Source: an optimization exercise on an open RTL-to-GDS flow (aim: small area). Production flows keep margins and buffers that such runs may drop. Only the layout flow was run in this run; the RTL was not checked for function there. Power figures rest on the tool's default switching activity, not on a simulated workload.

==> design/flow/flow/run.sh <==
#!/bin/bash
export BUFFER_PORTS_ARGS="-buffer_cell sky130_fd_sc_hd__buf_1"
bash standard.sh > standard.log 2>&1
==> design/flow/standard.sh <==
#!/bin/bash
# synth_recipe.tcl (not shown) runs the flow's synth.tcl, then flattens the netlist and writes it again
# the make line also repeats each setting of config.mk as NAME=value (left out here)
make -C /OpenROAD-flow-scripts/flow DESIGN_CONFIG=/design/flow/config.mk WORK_HOME=/design/flow/orfs CLKGATE_MAP_FILE= SYNTH_SCRIPT=/design/flow/synth_recipe.tcl "${@:-finish}"
==> design/flow/config.mk <==
export PLATFORM = sky130hd
export DESIGN_NAME = rgb_to_ycbcr_444
export DESIGN_NICKNAME = rgb_to_ycbcr_444
export VERILOG_FILES = /design/flow/design.v
export SDC_FILE = /design/flow/constraint.sdc
export NUM_CORES = 4
export LEC_CHECK = 0
export CAP_MARGIN = 20
export CORE_MARGIN = 2
export CORE_UTILIZATION = 60
export CTS_BUF_LIST = sky130_fd_sc_hd__clkbuf_4 sky130_fd_sc_hd__clkbuf_8
export GPL_TIMING_DRIVEN = 0
export SLEW_MARGIN = 20
export SYNTH_HIERARCHICAL = 1
export SYNTH_MINIMUM_KEEP_SIZE = 0
==> design/flow/constraint.sdc <==
create_clock -name core_clock -period 6.0 [get_ports {in_clock}]
set_input_delay 1.2000 -clock core_clock [delete_from_list [all_inputs] [get_ports {in_clock}]]
set_output_delay 1.2000 -clock core_clock [all_outputs]
set_load 0.01 [all_outputs]
==> design/flow/design.v <==
module rgb_to_ycbcr_444(
  input wire in_reset,
  input wire in_clock,
  input wire [7:0] in_r,
  input wire [7:0] in_g,
  input wire [7:0] in_b,
  output reg [7:0] out_y,
  output reg [7:0] out_cb,
  output reg [7:0] out_cr
  );
  wire n0 = in_g[0] & in_b[0];
  wire n1, n2;
  fa_cell u_n1 (.a(in_r[0]), .b(in_g[1]), .c(in_b[1]), .s(n1), .co(n2));
  wire n3 = n0 & n1;
  wire n4, n5;
  fa_cell u_n4 (.a(in_r[1]), .b(in_g[2]), .c(in_b[2]), .s(n4), .co(n5));
  wire n6 = (n2 & n4) | (n2 & n3) | (n4 & n3);
  wire n7;
  xor_cell u_n7 (.a(in_r[2]), .b(in_g[3]), .y(n7));
  wire n8 = in_r[2] | in_g[3];
  wire n9, n10;
  fa_cell u_n9 (.a(~in_b[3]), .b(in_b[0]), .c(n7), .s(n9), .co(n10));
  wire n11 = (n5 & ~n9) | (n5 & n6) | (~n9 & n6);
  wire n12, n13;
  fa_cell u_n12 (.a(in_r[3]), .b(in_g[4]), .c(in_b[4]), .s(n12), .co(n13));
  wire n14, n15;
  fa_cell u_n14 (.a(~in_b[1]), .b(n8), .c(n12), .s(n14), .co(n15));
  wire n16 = (~n10 & n14) | (~n10 & n11) | (n14 & n11);
  wire n17, n18;
  fa_cell u_n17 (.a(in_r[4]), .b(in_g[5]), .c(in_b[5]), .s(n17), .co(n18));
  wire n19, n20;
  fa_cell u_n19 (.a(in_b[0]), .b(n13), .c(n17), .s(n19), .co(n20));
  wire n21, n22;
  fa_cell u_n21 (.a(~in_b[2]), .b(n15), .c(n19), .s(n21), .co(n22));
  wire n23 = n21 & n16;
  wire n24, n25;
  fa_cell u_n24 (.a(in_r[5]), .b(in_r[0]), .c(in_g[6]), .s(n24), .co(n25));
  wire n26, n27;
  fa_cell u_n26 (.a(in_b[6]), .b(~in_b[3]), .c(in_b[1]), .s(n26), .co(n27));
  wire n28, n29;
  fa_cell u_n28 (.a(n18), .b(n24), .c(n26), .s(n28), .co(n29));
  wire n30, n31;
  fa_cell u_n30 (.a(n20), .b(n28), .c(n22), .s(n30), .co(n31));
  wire n32 = n30 & n23;
  wire n33, n34;
  fa_cell u_n33 (.a(in_r[6]), .b(in_r[1]), .c(in_g[7]), .s(n33), .co(n34));
  wire n35, n36;
  fa_cell u_n35 (.a(in_g[0]), .b(in_b[7]), .c(in_b[2]), .s(n35), .co(n36));
  wire n37, n38;
  fa_cell u_n37 (.a(n25), .b(n27), .c(n33), .s(n37), .co(n38));
  wire n39, n40;
  fa_cell u_n39 (.a(n35), .b(n29), .c(n37), .s(n39), .co(n40));
  wire n41, n42;
  fa_cell u_n41 (.a(~in_b[4]), .b(n39), .c(n31), .s(n41), .co(n42));
  wire n43 = n41 & n32;
  wire n44, n45;
  fa_cell u_n44 (.a(in_r[7]), .b(in_r[2]), .c(in_g[1]), .s(n44), .co(n45));
  wire n46, n47;
  fa_cell u_n46 (.a(in_b[3]), .b(n34), .c(n36), .s(n46), .co(n47));
  wire n48, n49;
  fa_cell u_n48 (.a(n44), .b(n38), .c(n46), .s(n48), .co(n49));
  wire n50, n51;
  fa_cell u_n50 (.a(~in_b[5]), .b(n40), .c(n48), .s(n50), .co(n51));
  wire n52, n53;
  fa_cell u_n52 (.a(n50), .b(n42), .c(n43), .s(n52), .co(n53));
  wire n54, n55;
  fa_cell u_n54 (.a(in_r[3]), .b(in_g[2]), .c(in_b[4]), .s(n54), .co(n55));
  wire n56, n57;
  fa_cell u_n56 (.a(~in_b[6]), .b(n45), .c(n54), .s(n56), .co(n57));
  wire n58, n59;
  fa_cell u_n58 (.a(n47), .b(n56), .c(n49), .s(n58), .co(n59));
  wire n60, n61;
  ha_cell u_n60 (.a(n51), .b(n58), .s(n60), .co(n61));
  wire n62, n63;
  fa_cell u_n62 (.a(in_r[4]), .b(in_g[3]), .c(in_b[5]), .s(n62), .co(n63));
  wire n64, n65;
  fa_cell u_n64 (.a(~in_b[7]), .b(n55), .c(n62), .s(n64), .co(n65));
  wire n66, n67;
  fa_cell u_n66 (.a(n57), .b(n64), .c(n59), .s(n66), .co(n67));
  wire n68;
  xor_cell u_n68 (.a(in_r[5]), .b(in_g[4]), .y(n68));
  wire n69 = in_r[5] | in_g[4];
  wire n70, n71;
  fa_cell u_n70 (.a(in_b[6]), .b(~n68), .c(n63), .s(n70), .co(n71));
  wire n72, n73;
  ha_cell u_n72 (.a(n65), .b(n70), .s(n72), .co(n73));
  wire n74, n75;
  fa_cell u_n74 (.a(in_r[6]), .b(in_g[5]), .c(in_b[7]), .s(n74), .co(n75));
  wire n76, n77;
  fa_cell u_n76 (.a(n69), .b(n74), .c(n71), .s(n76), .co(n77));
  wire n78, n79;
  fa_cell u_n78 (.a(in_r[7]), .b(in_g[6]), .c(n75), .s(n78), .co(n79));
  wire n80 = n60 & n53;
  wire n81 = n60 | n53;
  wire n82;
  xor_cell u_n82 (.a(n60), .b(n53), .y(n82));
  wire n83 = n61 & n66;
  wire n84 = n61 | n66;
  wire n85;
  xor_cell u_n85 (.a(n61), .b(n66), .y(n85));
  wire n86 = n72 & n67;
  wire n87 = n72 | n67;
  wire n88;
  xor_cell u_n88 (.a(n72), .b(n67), .y(n88));
  wire n89 = n73 & n76;
  wire n90 = n73 | n76;
  wire n91;
  xor_cell u_n91 (.a(n73), .b(n76), .y(n91));
  wire n92 = n78 & n77;
  wire n93 = n78 | n77;
  wire n94;
  xor_cell u_n94 (.a(n78), .b(n77), .y(n94));
  wire n95 = in_g[7] & n79;
  wire n96 = in_g[7] | n79;
  wire n97;
  xor_cell u_n97 (.a(in_g[7]), .b(n79), .y(n97));
  wire n98 = n83 | (n84 & n80);
  wire n99 = n84 & n81;
  wire n100 = n89 | (n90 & n86);
  wire n101 = n90 & n87;
  wire n102 = n95 | (n96 & n92);
  wire n103 = n96 & n93;
  wire n104 = n86 | (n87 & n98);
  wire n105 = n87 & n99;
  wire n106 = n100 | (n101 & n98);
  wire n107 = n101 & n99;
  wire n108 = 1'b0 | (1'b0 & n102);
  wire n109 = 1'b0 & n103;
  wire n110 = n92 | (n93 & n106);
  wire n111 = n93 & n107;
  wire n112 = n102 | (n103 & n106);
  wire n113 = n103 & n107;
  wire n114 = n108 | (n109 & n106);
  wire n115 = n109 & n107;
  wire n116 = n80;
  wire n117;
  xor_cell u_n117 (.a(n85), .b(n116), .y(n117));
  wire n118 = n98;
  wire n119;
  xor_cell u_n119 (.a(n88), .b(n118), .y(n119));
  wire n120 = n104;
  wire n121;
  xor_cell u_n121 (.a(n91), .b(n120), .y(n121));
  wire n122 = n106;
  wire n123;
  xor_cell u_n123 (.a(n94), .b(n122), .y(n123));
  wire n124 = n110;
  wire n125;
  xor_cell u_n125 (.a(n97), .b(n124), .y(n125));
  wire n126 = n112;
  wire n127;
  xor_cell u_n127 (.a(in_b[0]), .b(in_g[0]), .y(n127));
  wire n128 = ~in_b[0] & in_g[0];
  wire n129, n130;
  fa_cell u_n129 (.a(~in_b[1]), .b(in_g[1]), .c(n128), .s(n129), .co(n130));
  wire n131, n132;
  fa_cell u_n131 (.a(~in_b[2]), .b(in_g[2]), .c(n130), .s(n131), .co(n132));
  wire n133 = in_b[3] & ~in_g[3];
  wire n134 = in_b[3] | ~in_g[3];
  wire n135;
  xor_cell u_n135 (.a(in_b[3]), .b(in_g[3]), .y(n135));
  wire n136 = in_b[4] & ~in_g[4];
  wire n137 = in_b[4] | ~in_g[4];
  wire n138;
  xor_cell u_n138 (.a(in_b[4]), .b(in_g[4]), .y(n138));
  wire n139 = in_b[5] & ~in_g[5];
  wire n140 = in_b[5] | ~in_g[5];
  wire n141;
  xor_cell u_n141 (.a(in_b[5]), .b(in_g[5]), .y(n141));
  wire n142 = in_b[6] & ~in_g[6];
  wire n143 = in_b[6] | ~in_g[6];
  wire n144;
  xor_cell u_n144 (.a(in_b[6]), .b(in_g[6]), .y(n144));
  wire n145 = in_b[7] & ~in_g[7];
  wire n146 = in_b[7] | ~in_g[7];
  wire n147;
  xor_cell u_n147 (.a(in_b[7]), .b(in_g[7]), .y(n147));
  wire n148 = n133 | (n134 & ~n132);
  wire n149 = n136 | (n137 & n148);
  wire n150 = n137 & n134;
  wire n151 = n142 | (n143 & n139);
  wire n152 = n143 & n140;
  wire n153 = n139 | (n140 & n149);
  wire n154 = n140 & n150;
  wire n155 = n151 | (n152 & n149);
  wire n156 = n152 & n150;
  wire n157 = n145 | (n146 & n155);
  wire n158 = n146 & n156;
  wire n159;
  xor_cell u_n159 (.a(n135), .b(n132), .y(n159));
  wire n160 = n148;
  wire n161;
  xor_cell u_n161 (.a(n138), .b(n160), .y(n161));
  wire n162 = n149;
  wire n163;
  xor_cell u_n163 (.a(n141), .b(n162), .y(n163));
  wire n164 = n153;
  wire n165;
  xor_cell u_n165 (.a(n144), .b(n164), .y(n165));
  wire n166 = n155;
  wire n167;
  xor_cell u_n167 (.a(n147), .b(n166), .y(n167));
  wire n168 = n157;
  wire n169;
  xor_cell u_n169 (.a(in_r[0]), .b(in_g[0]), .y(n169));
  wire n170 = ~in_r[0] & in_g[0];
  wire n171, n172;
  fa_cell u_n171 (.a(~in_r[1]), .b(in_g[1]), .c(n170), .s(n171), .co(n172));
  wire n173, n174;
  fa_cell u_n173 (.a(~in_r[2]), .b(in_g[2]), .c(n172), .s(n173), .co(n174));
  wire n175 = in_r[3] & ~in_g[3];
  wire n176 = in_r[3] | ~in_g[3];
  wire n177;
  xor_cell u_n177 (.a(in_r[3]), .b(in_g[3]), .y(n177));
  wire n178 = in_r[4] & ~in_g[4];
  wire n179 = in_r[4] | ~in_g[4];
  wire n180;
  xor_cell u_n180 (.a(in_r[4]), .b(in_g[4]), .y(n180));
  wire n181 = in_r[5] & ~in_g[5];
  wire n182 = in_r[5] | ~in_g[5];
  wire n183;
  xor_cell u_n183 (.a(in_r[5]), .b(in_g[5]), .y(n183));
  wire n184 = in_r[6] & ~in_g[6];
  wire n185 = in_r[6] | ~in_g[6];
  wire n186;
  xor_cell u_n186 (.a(in_r[6]), .b(in_g[6]), .y(n186));
  wire n187 = in_r[7] & ~in_g[7];
  wire n188 = in_r[7] | ~in_g[7];
  wire n189;
  xor_cell u_n189 (.a(in_r[7]), .b(in_g[7]), .y(n189));
  wire n190 = n175 | (n176 & ~n174);
  wire n191 = n178 | (n179 & n190);
  wire n192 = n179 & n176;
  wire n193 = n184 | (n185 & n181);
  wire n194 = n185 & n182;
  wire n195 = n181 | (n182 & n191);
  wire n196 = n182 & n192;
  wire n197 = n193 | (n194 & n191);
  wire n198 = n194 & n192;
  wire n199 = n187 | (n188 & n197);
  wire n200 = n188 & n198;
  wire n201;
  xor_cell u_n201 (.a(n177), .b(n174), .y(n201));
  wire n202 = n190;
  wire n203;
  xor_cell u_n203 (.a(n180), .b(n202), .y(n203));
  wire n204 = n191;
  wire n205;
  xor_cell u_n205 (.a(n183), .b(n204), .y(n205));
  wire n206 = n195;
  wire n207;
  xor_cell u_n207 (.a(n186), .b(n206), .y(n207));
  wire n208 = n197;
  wire n209;
  xor_cell u_n209 (.a(n189), .b(n208), .y(n209));
  wire n210 = n199;
  wire n211 = n169 & n173;
  wire n212, n213;
  fa_cell u_n212 (.a(~n127), .b(n171), .c(n201), .s(n212), .co(n213));
  wire n214 = n211 & ~n212;
  wire n215, n216;
  fa_cell u_n215 (.a(~n169), .b(n129), .c(n173), .s(n215), .co(n216));
  wire n217, n218;
  fa_cell u_n217 (.a(~n203), .b(n215), .c(n213), .s(n217), .co(n218));
  wire n219, n220;
  fa_cell u_n219 (.a(n171), .b(n131), .c(n216), .s(n219), .co(n220));
  wire n221, n222;
  fa_cell u_n221 (.a(n201), .b(n205), .c(~n219), .s(n221), .co(n222));
  wire n223, n224;
  fa_cell u_n223 (.a(n127), .b(n173), .c(n203), .s(n223), .co(n224));
  wire n225, n226;
  fa_cell u_n225 (.a(n159), .b(~n220), .c(n207), .s(n225), .co(n226));
  wire n227, n228;
  fa_cell u_n227 (.a(~n223), .b(n222), .c(n225), .s(n227), .co(n228));
  wire n229, n230;
  fa_cell u_n229 (.a(n129), .b(n201), .c(~n161), .s(n229), .co(n230));
  wire n231, n232;
  fa_cell u_n231 (.a(n205), .b(n224), .c(~n209), .s(n231), .co(n232));
  wire n233, n234;
  fa_cell u_n233 (.a(n229), .b(n226), .c(~n231), .s(n233), .co(n234));
  wire n235;
  xor_cell u_n235 (.a(n131), .b(n203), .y(n235));
  wire n236 = ~n131 & n203;
  wire n237, n238;
  fa_cell u_n237 (.a(n163), .b(n210), .c(n207), .s(n237), .co(n238));
  wire n239, n240;
  fa_cell u_n239 (.a(n235), .b(n230), .c(~n232), .s(n239), .co(n240));
  wire n241, n242;
  fa_cell u_n241 (.a(~n237), .b(n234), .c(n239), .s(n241), .co(n242));
  wire n243, n244;
  ha_cell u_n243 (.a(n159), .b(n236), .s(n243), .co(n244));
  wire n245, n246;
  fa_cell u_n245 (.a(n205), .b(n243), .c(n165), .s(n245), .co(n246));
  wire n247, n248;
  fa_cell u_n247 (.a(n209), .b(n238), .c(n245), .s(n247), .co(n248));
  wire n249;
  xor_cell u_n249 (.a(n240), .b(n247), .y(n249));
  wire n250 = n240 & ~n247;
  wire n251, n252;
  fa_cell u_n251 (.a(n244), .b(n167), .c(n207), .s(n251), .co(n252));
  wire n253, n254;
  fa_cell u_n253 (.a(n161), .b(n210), .c(~n246), .s(n253), .co(n254));
  wire n255, n256;
  fa_cell u_n255 (.a(n251), .b(n248), .c(~n253), .s(n255), .co(n256));
  wire n257, n258;
  fa_cell u_n257 (.a(n163), .b(n168), .c(~n209), .s(n257), .co(n258));
  wire n259, n260;
  fa_cell u_n259 (.a(~n252), .b(n257), .c(n254), .s(n259), .co(n260));
  wire n261, n262;
  fa_cell u_n261 (.a(n165), .b(n210), .c(n258), .s(n261), .co(n262));
  wire n263;
  xor_cell u_n263 (.a(n167), .b(n262), .y(n263));
  wire n264 = n167 | n262;
  wire n265;
  xor_cell u_n265 (.a(n168), .b(n264), .y(n265));
  wire n266 = n214 & ~n217;
  wire n267 = n214 | ~n217;
  wire n268 = ~n218 & n221;
  wire n269 = ~n218 | n221;
  wire n270 = n228 & n233;
  wire n271 = n228 | n233;
  wire n272;
  xor_cell u_n272 (.a(n228), .b(n233), .y(n272));
  wire n273 = ~n249 & n242;
  wire n274 = ~n249 | n242;
  wire n275;
  xor_cell u_n275 (.a(n249), .b(n242), .y(n275));
  wire n276 = n250 & ~n255;
  wire n277 = n250 | ~n255;
  wire n278;
  xor_cell u_n278 (.a(n250), .b(n255), .y(n278));
  wire n279 = ~n256 & n259;
  wire n280 = ~n256 | n259;
  wire n281;
  xor_cell u_n281 (.a(n256), .b(n259), .y(n281));
  wire n282 = n261 & n260;
  wire n283 = n261 | n260;
  wire n284;
  xor_cell u_n284 (.a(n261), .b(n260), .y(n284));
  wire n285 = n268 | (n269 & n266);
  wire n286 = n269 & n267;
  wire n287 = n270 | (n271 & n227);
  wire n288 = n271 & 1'b1;
  wire n289 = n273 | (n274 & 1'b0);
  wire n290 = n274 & n241;
  wire n291 = n279 | (n280 & n276);
  wire n292 = n280 & n277;
  wire n293 = 1'b0 | (~n263 & n282);
  wire n294 = ~n263 & n283;
  wire n295 = n227 | (1'b1 & n285);
  wire n296 = 1'b1 & n286;
  wire n297 = n287 | (n288 & n285);
  wire n298 = n288 & n286;
  wire n299 = n276 | (n277 & n289);
  wire n300 = n277 & n290;
  wire n301 = n291 | (n292 & n289);
  wire n302 = n292 & n290;
  wire n303 = 1'b0 | (n265 & n293);
  wire n304 = n265 & n294;
  wire n305 = 1'b0 | (n241 & n297);
  wire n306 = n241 & n298;
  wire n307 = n289 | (n290 & n297);
  wire n308 = n290 & n298;
  wire n309 = n299 | (n300 & n297);
  wire n310 = n300 & n298;
  wire n311 = n301 | (n302 & n297);
  wire n312 = n302 & n298;
  wire n313 = n282 | (n283 & n311);
  wire n314 = n283 & n312;
  wire n315 = n293 | (n294 & n311);
  wire n316 = n294 & n312;
  wire n317 = n303 | (n304 & n311);
  wire n318 = n304 & n312;
  wire n319 = n295;
  wire n320;
  xor_cell u_n320 (.a(n272), .b(n319), .y(n320));
  wire n321 = n297;
  wire n322;
  xor_cell u_n322 (.a(n241), .b(n321), .y(n322));
  wire n323 = n305;
  wire n324;
  xor_cell u_n324 (.a(n275), .b(n323), .y(n324));
  wire n325 = n307;
  wire n326;
  xor_cell u_n326 (.a(n278), .b(n325), .y(n326));
  wire n327 = n309;
  wire n328;
  xor_cell u_n328 (.a(n281), .b(n327), .y(n328));
  wire n329 = n311;
  wire n330;
  xor_cell u_n330 (.a(n284), .b(n329), .y(n330));
  wire n331 = n313;
  wire n332;
  xor_cell u_n332 (.a(n263), .b(n331), .y(n332));
  wire n333 = n315;
  wire n334;
  xor_cell u_n334 (.a(n265), .b(n333), .y(n334));
  wire n335 = ~n127 & n129;
  wire n336 = n335 & n131;
  wire n337;
  xor_cell u_n337 (.a(n169), .b(n127), .y(n337));
  wire n338 = n169 | n127;
  wire n339, n340;
  fa_cell u_n339 (.a(n337), .b(~n159), .c(n336), .s(n339), .co(n340));
  wire n341, n342;
  fa_cell u_n341 (.a(~n338), .b(n171), .c(n129), .s(n341), .co(n342));
  wire n343, n344;
  fa_cell u_n343 (.a(n341), .b(n161), .c(n340), .s(n343), .co(n344));
  wire n345, n346;
  fa_cell u_n345 (.a(n173), .b(n131), .c(n342), .s(n345), .co(n346));
  wire n347, n348;
  fa_cell u_n347 (.a(n345), .b(n163), .c(n344), .s(n347), .co(n348));
  wire n349, n350;
  fa_cell u_n349 (.a(~n169), .b(n201), .c(n159), .s(n349), .co(n350));
  wire n351, n352;
  fa_cell u_n351 (.a(n346), .b(~n349), .c(n165), .s(n351), .co(n352));
  wire n353, n354;
  fa_cell u_n353 (.a(~n171), .b(n203), .c(n161), .s(n353), .co(n354));
  wire n355, n356;
  fa_cell u_n355 (.a(~n350), .b(n167), .c(n353), .s(n355), .co(n356));
  wire n357;
  xor_cell u_n357 (.a(n173), .b(n205), .y(n357));
  wire n358 = ~n173 & n205;
  wire n359, n360;
  fa_cell u_n359 (.a(n163), .b(n354), .c(~n168), .s(n359), .co(n360));
  wire n361;
  xor_cell u_n361 (.a(n357), .b(n356), .y(n361));
  wire n362 = n357 & ~n356;
  wire n363, n364;
  ha_cell u_n363 (.a(n201), .b(n358), .s(n363), .co(n364));
  wire n365, n366;
  fa_cell u_n365 (.a(n207), .b(n165), .c(n363), .s(n365), .co(n366));
  wire n367;
  xor_cell u_n367 (.a(n360), .b(n362), .y(n367));
  wire n368 = ~n360 & n362;
  wire n369;
  xor_cell u_n369 (.a(n203), .b(n209), .y(n369));
  wire n370 = ~n203 & n209;
  wire n371, n372;
  fa_cell u_n371 (.a(n167), .b(n364), .c(~n369), .s(n371), .co(n372));
  wire n373, n374;
  fa_cell u_n373 (.a(n366), .b(n371), .c(~n368), .s(n373), .co(n374));
  wire n375;
  xor_cell u_n375 (.a(n205), .b(n210), .y(n375));
  wire n376 = n205 | n210;
  wire n377, n378;
  fa_cell u_n377 (.a(~n168), .b(n370), .c(n375), .s(n377), .co(n378));
  wire n379;
  xor_cell u_n379 (.a(n372), .b(n377), .y(n379));
  wire n380 = n372 | n377;
  wire n381, n382;
  fa_cell u_n381 (.a(n207), .b(n376), .c(~n378), .s(n381), .co(n382));
  wire n383;
  xor_cell u_n383 (.a(n209), .b(n382), .y(n383));
  wire n384 = n209 | n382;
  wire n385;
  xor_cell u_n385 (.a(n210), .b(n384), .y(n385));
  wire n386 = ~n348 & ~n351;
  wire n387 = ~n348 | ~n351;
  wire n388 = ~n352 & ~n355;
  wire n389 = ~n352 | ~n355;
  wire n390;
  xor_cell u_n390 (.a(n352), .b(n355), .y(n390));
  wire n391 = ~n359 & ~n361;
  wire n392 = ~n359 | ~n361;
  wire n393;
  xor_cell u_n393 (.a(n359), .b(n361), .y(n393));
  wire n394 = ~n365 & ~n367;
  wire n395 = ~n365 | ~n367;
  wire n396;
  xor_cell u_n396 (.a(n365), .b(n367), .y(n396));
  wire n397 = n379 & ~n374;
  wire n398 = n379 | ~n374;
  wire n399;
  xor_cell u_n399 (.a(n379), .b(n374), .y(n399));
  wire n400 = ~n380 & n381;
  wire n401 = ~n380 | n381;
  wire n402;
  xor_cell u_n402 (.a(n380), .b(n381), .y(n402));
  wire n403 = ~n343 | (1'b1 & 1'b0);
  wire n404 = 1'b1 & ~n339;
  wire n405 = n386 | (n387 & ~n347);
  wire n406 = n387 & 1'b1;
  wire n407 = n391 | (n392 & n388);
  wire n408 = n392 & n389;
  wire n409 = 1'b0 | (~n373 & n394);
  wire n410 = ~n373 & n395;
  wire n411 = n400 | (n401 & n397);
  wire n412 = n401 & n398;
  wire n413 = 1'b0 | (n385 & 1'b0);
  wire n414 = n385 & ~n383;
  wire n415 = ~n347 | (1'b1 & n403);
  wire n416 = 1'b1 & n404;
  wire n417 = n405 | (n406 & n403);
  wire n418 = n406 & n404;
  wire n419 = n394 | (n395 & n407);
  wire n420 = n395 & n408;
  wire n421 = n409 | (n410 & n407);
  wire n422 = n410 & n408;
  wire n423 = 1'b0 | (~n383 & n411);
  wire n424 = ~n383 & n412;
  wire n425 = n413 | (n414 & n411);
  wire n426 = n414 & n412;
  wire n427 = n388 | (n389 & n417);
  wire n428 = n389 & n418;
  wire n429 = n407 | (n408 & n417);
  wire n430 = n408 & n418;
  wire n431 = n419 | (n420 & n417);
  wire n432 = n420 & n418;
  wire n433 = n421 | (n422 & n417);
  wire n434 = n422 & n418;
  wire n435 = n397 | (n398 & n433);
  wire n436 = n398 & n434;
  wire n437 = n411 | (n412 & n433);
  wire n438 = n412 & n434;
  wire n439 = n423 | (n424 & n433);
  wire n440 = n424 & n434;
  wire n441 = n425 | (n426 & n433);
  wire n442 = n426 & n434;
  wire n443 = n417;
  wire n444;
  xor_cell u_n444 (.a(n390), .b(n443), .y(n444));
  wire n445 = n427;
  wire n446;
  xor_cell u_n446 (.a(n393), .b(n445), .y(n446));
  wire n447 = n429;
  wire n448;
  xor_cell u_n448 (.a(n396), .b(n447), .y(n448));
  wire n449 = n431;
  wire n450;
  xor_cell u_n450 (.a(n373), .b(n449), .y(n450));
  wire n451 = n433;
  wire n452;
  xor_cell u_n452 (.a(n399), .b(n451), .y(n452));
  wire n453 = n435;
  wire n454;
  xor_cell u_n454 (.a(n402), .b(n453), .y(n454));
  wire n455 = n437;
  wire n456;
  xor_cell u_n456 (.a(n383), .b(n455), .y(n456));
  wire n457 = n439;
  wire n458;
  xor_cell u_n458 (.a(n385), .b(n457), .y(n458));
  wire [7:0] y_d = {n126, n125, n123, n121, n119, n117, n82, n52};
  wire [7:0] cb_d = {~(n334), ~(~n332), ~(n330), ~(~n328), ~(~n326), ~(~n324), ~(n322), ~(n320)};
  wire [7:0] cr_d = {~(n458), ~(~n456), ~(~n454), ~(~n452), ~(~n450), ~(n448), ~(n446), ~(n444)};
  always @(posedge in_clock) begin
    if (in_reset) begin
      out_y <= 8'd0;
      out_cb <= 8'd0;
      out_cr <= 8'd0;
    end else begin
      out_y <= y_d;
      out_cb <= cb_d;
      out_cr <= cr_d;
    end
  end
endmodule
module fa_cell(input wire a, input wire b, input wire c, output wire s, output wire co);
  assign s = a ^ b ^ c;
  assign co = (a & b) | (a & c) | (b & c);
endmodule
module ha_cell(input wire a, input wire b, output wire s, output wire co);
  assign s = a ^ b;
  assign co = a & b;
endmodule
module xor_cell(input wire a, input wire b, output wire y);
  assign y = a ^ b;
endmodule
==> insert_results.sql <==
INSERT INTO impl_metrics (metric_group, metric, value, unit) VALUES
('status', 'status', 'timing/DRC/antenna clean', ''),
('synthesis', 'synthesis.yosys.warnings', '7', ''),
('floorplanning', 'area_of_the_core_region', '0.00582', 'mm2'),
('finish', 'final_nets', '506', ''),
('synthesis', 'synth_common_cells', 'sky130_fd_sc_hd__xor2_1, sky130_fd_sc_hd__fa_1, sky130_fd_sc_hd__inv_1', ''),
('global_routing', 'grt_first_pass_wirelength', '12700', 'um'),
('sta', 'achievable-frequency', '171', 'MHz'),
('power_and_ir_drop', 'finalPower', '2460', 'uW'),
('synthesis', 'synth_edf_count', '0', ''),
('synthesis', 'synth.largest_area_cell', 'sky130_fd_sc_hd__fa_1', ''),
('sta', 'timing.final.max_slew_violations', '0', ''),
('sta', 'final-hold-violation-count', '0', ''),
('placement', 'hpwl', '5920', 'um'),
('drt', 'detail_route.first_pass.iterations', '4', ''),
('cts', 'cts-buffers-inserted', '3', ''),
('worst_hold_path', 'worstHoldPathCells', '2', ''),
('placement', 'gp_routability_congestion', '0.843', ''),
('cts', 'cts_root_buffer', 'sky130_fd_sc_hd__clkbuf_8', ''),
('cts', 'clock_sink_count', '24', ''),
('synthesis', 'cell_with_the_most_instances_after_synthesis', 'sky130_fd_sc_hd__xor2_1', ''),
('power_and_ir_drop', 'leakage', '0.00181', 'uW'),
('floorplanning', 'die_w', '81.0', 'um'),
('sta', 'setup_viol', '0', ''),
('synthesis', 'synthesized_netlist_net_count', '443', ''),
('sta', 'grt_setup_unrepaired', 'yes', ''),
('drt', 'detailedRoute.firstIterationViolations', '108', ''),
('floorplanning', 'ios', '50', ''),
('synthesis', 'sequential_cell_area_fraction_in_the_yosys_report', '13.5', '%'),
('worst_hold_path', 'min-delay-start', 'in_reset', ''),
('floorplanning', 'placementRows', '28', ''),
('global_routing', 'largest_net_degree_at_the_start_of_global_routing', '15', ''),
('finish', 'diodes', '0', ''),
('power_and_ir_drop', 'power-per-cell-area', '588', 'mW/mm2'),
('cts', 'ctsLongestPathBuffers', '2', ''),
('synthesis', 'synth_top_cells_by_area', 'sky130_fd_sc_hd__fa_1, sky130_fd_sc_hd__xor2_1, sky130_fd_sc_hd__dfxtp_1', ''),
('floorplanning', 'dieHeight', '81.0', 'um'),
('global_routing', 'grt_util_all_layers', '26.1', '%'),
('setup_path', 'data_arrival_time_of_the_critical_path', '6.01', 'ns'),
('sta', 'final.min_clock_period', '5.84', 'ns'),
('sta', 'fin_setup_tns', '0', 'ns'),
('finish', 'design_area', '0.00418', 'mm2'),
('synthesis', 'synthDominantCellAreaShare', '41.1', '%'),
('power_and_ir_drop', 'peakVddDrop', '0.413', 'mV'),
('synthesis', 'yosys_most_used_dff', 'sky130_fd_sc_hd__dfxtp_1', ''),
('cts', 'cts_tree', 'done', ''),
('setup_path', 'worst_setup_path_end_kind', 'flip-flop', ''),
('cts', 'cts.htree.levels', '1', ''),
('setup_path', 'critPathMaxFanout', '7', ''),
('drt', 'detailroute.via_count', '2518', ''),
('sta', 'slew_headroom', '49.3', '%'),
('placement', 'place.detailed.instances', '464', ''),
('setup_path', 'critPathRequiredTime', '6.17', 'ns'),
('setup_path', 'timing.critical_path.from', 'in_g[0]', ''),
('floorplanning', 'initial_core_util', '61.1', '%'),
('drt', 'detail-route-antenna-nets', '0', ''),
('floorplanning', 'dieArea', '0.00656', 'mm2'),
('drt', 'detail_route.wirelength', '7580', 'um'),
('global_routing', 'grt_antenna_before_repair', '0', ''),
('finish', 'post_route_cells_drive_above_1_share', '15.7', '%'),
('synthesis', 'postSynthCellCount', '340', ''),
('worst_hold_path', 'class_of_the_most_critical_hold_timing_path', 'in -> reg', ''),
('global_routing', 'grt_overflow', '0', ''),
('drt', 'drc_violation_count_after_routing', '0', ''),
('placement', 'numPortBuffers', '49', ''),
('finish', 'layout.core_utilization', '71.9', '%'),
('synthesis', 'synth.cell_area', '0.00356', 'mm2'),
('setup_path', 'setup.worst_path.start_class', 'input pin', ''),
('cts', 'cts_hold_buffers', '0', ''),
('drt', 'vias_per_cell', '5.28', ''),
('synthesis', 'synth.avg_cell_area', '10.5', 'um2'),
('finish', 'post_layout_nonfiller_instances', '477', ''),
('synthesis', 'postSynth.asyncResetShare', '0', '%'),
('sta', 'timing.final.crit_share', '97.4', '%'),
('drt', 'avgRoutedWirePerCell', '15.9', 'um'),
('flow_run', 'cap_violations', '0', ''),
('finish', 'syn_to_final_growth', '17.7', '%'),
('placement', 'place_area', '0.00383', 'mm2'),
('synthesis', 'ys_ff_latch', '24', ''),
('cts', 'clk_transition_reported_paths', '0.09', 'ns'),
('setup_path', 'startpoint_to_endpoint_class_of_the_critical_path', 'in -> reg', ''),
('global_routing', 'grt_pass1_vias', '2671', ''),
('sta', 'worst-slew-pin-transition', '0.759', 'ns'),
('synthesis', 'post_synth_cell_types', '38', '');
[where the power goes]
part           switching, uW  internal (uW)
Sequential              13.9            240
Combinational           1070            978
Clock                   64.4           89.4
Total                   1150           1310
[worst max-delay path: stages]
cell and delay [ns]:
sky130_fd_sc_hd__buf_2 0.15, sky130_fd_sc_hd__nor2b_1 0.15, sky130_fd_sc_hd__fa_1 0.38, sky130_fd_sc_hd__fa_2 0.37, sky130_fd_sc_hd__inv_1 0.07, sky130_fd_sc_hd__maj3_2 0.23, sky130_fd_sc_hd__maj3_2 0.28, sky130_fd_sc_hd__xor2_2 0.52
sky130_fd_sc_hd__fa_1 0.52, sky130_fd_sc_hd__fa_1 0.55, sky130_fd_sc_hd__xor2_2 0.21, sky130_fd_sc_hd__nand2b_1 0.17, sky130_fd_sc_hd__o2111ai_1 0.14, sky130_fd_sc_hd__a2bb2oi_2 0.18, sky130_fd_sc_hd__o21a_1 0.22, sky130_fd_sc_hd__a221oi_2 0.24
sky130_fd_sc_hd__nor3_1 0.10, sky130_fd_sc_hd__xor2_1 0.17, sky130_fd_sc_hd__nor2b_1 0.14
[per-module statistics from Yosys, one instance, submodules excluded]
module | copies in the design | cells inside | flops+latches | cell area [um2]
rgb_to_ycbcr_444 | 1 | 189 | 24 | 1400
xor_cell | 74 | 1 | 0 | 8.76
ha_cell | 4 | 1 | 0 | 12.5
fa_cell | 73 | 1 | 0 | 20.0
[flip-flops by register name, summed over array words and instances (netlist names)]
register / count
out_cb: 8
out_cr: 8
out_y: 8
[placed cells by master (no fill, tap or decap), drive strengths merged, types with 2 or more instances in the layout]
| cell | instances |
|---|---|
| a21boi | 2 |
| nand2 | 12 |
| a21oi | 3 |
| o21ai | 4 |
| inv | 46 |
| nand2b | 3 |
| a31oi | 3 |
| clkbuf | 14 |
| nand3 | 2 |
| dfxtp | 24 |
| ha | 4 |
| maj3 | 14 |
| a221oi | 2 |
| o21a | 2 |
| or2 | 7 |
| nor3 | 2 |
| a21o | 2 |
| buf | 49 |
| nor2b | 19 |
| nor2 | 22 |
| fa | 73 |
| o21bai | 2 |
| o221ai | 2 |
| xor2 | 74 |
| and2 | 3 |
[cells by family after synthesis]
| group | count (synthesis) | share of synthesized area (%) |
|---|---|---|
| adders and majority gates | 91 | 46.7 |
| xor gates and xnor gates | 74 | 18.2 |
| and+or+nand+nor | 74 | 10.6 |
| buffers and inverters | 48 | 5.07 |
| AOI/OAI and AO/OA | 29 | 5.91 |
| DFF | 24 | 13.5 |
[metal layers]
metal	part of all wire, %	track usage, %
met4	0.98	5.08
met5	0	0
met1	42	35.5
met3	3.1	2.78
met2	54	46.0
[layout make-up]
type / instances / area, um2
Tap cell: 75 / 93.8
Buffer: 2 / 7.51
Clock inverter: 1 / 30.0
Fill cell: 455 / 1630
Clock buffer: 3 / 41.3
Inverter: 46 / 173
Sequential cell: 24 / 480
Multi-Input combinational cell: 268 / 3080
Timing Repair Buffer: 58 / 279
[per-stage QoR]
step	hold slack [ns]	worst slack, ns
after floorplan	1.27	0.0108
after global placement	1.50	-0.932
after detailed placement	1.51	-0.980
after CTS	1.21	0.0236
after global routing	1.24	-0.0539
final	1.22	0.155
[final timing paths]
path / to / slack [ns]
max: out_cb[6] / 0.16
min: out_cb[6] / 1.22
[what timing repair did]
action | in CTS | in global routing
endpoints found under the setup margin | 8 | 6
pin swaps | 5 | 7
gates resized for setup | 21 | 21
buffers inserted | 2 | 7

==> port drivers added, routing unchanged <==
The results above use ideal ports. As a check the final layout listed here was re-extracted and re-timed, cells and wires unchanged. Step 1, drivers: a clkbuf_16 drives in_clock and a buf_2 each remaining input, both assumed. Step 2, shift: input delay + t, output delay - t, t = (earliest + latest rising clock arrival at the registers) / 2. This alone moves slack from input paths to output paths. Slacks: ideal / step 1 / step 2; pairs: ideal / step 1.
t, ns: 0.308
setup WS [ns]: 0.155 / 0.166 / -0.143
worst hold slack (ns): 1.221 / 1.214 / 1.523
slew at the worst register clock pin (ns): 0.11 / 0.11
With both steps, setup timing fails in this run, where it was met with ideal ports. The setup slack of this run moves by +0.011 ns with the drivers and by -0.298 ns with both steps.
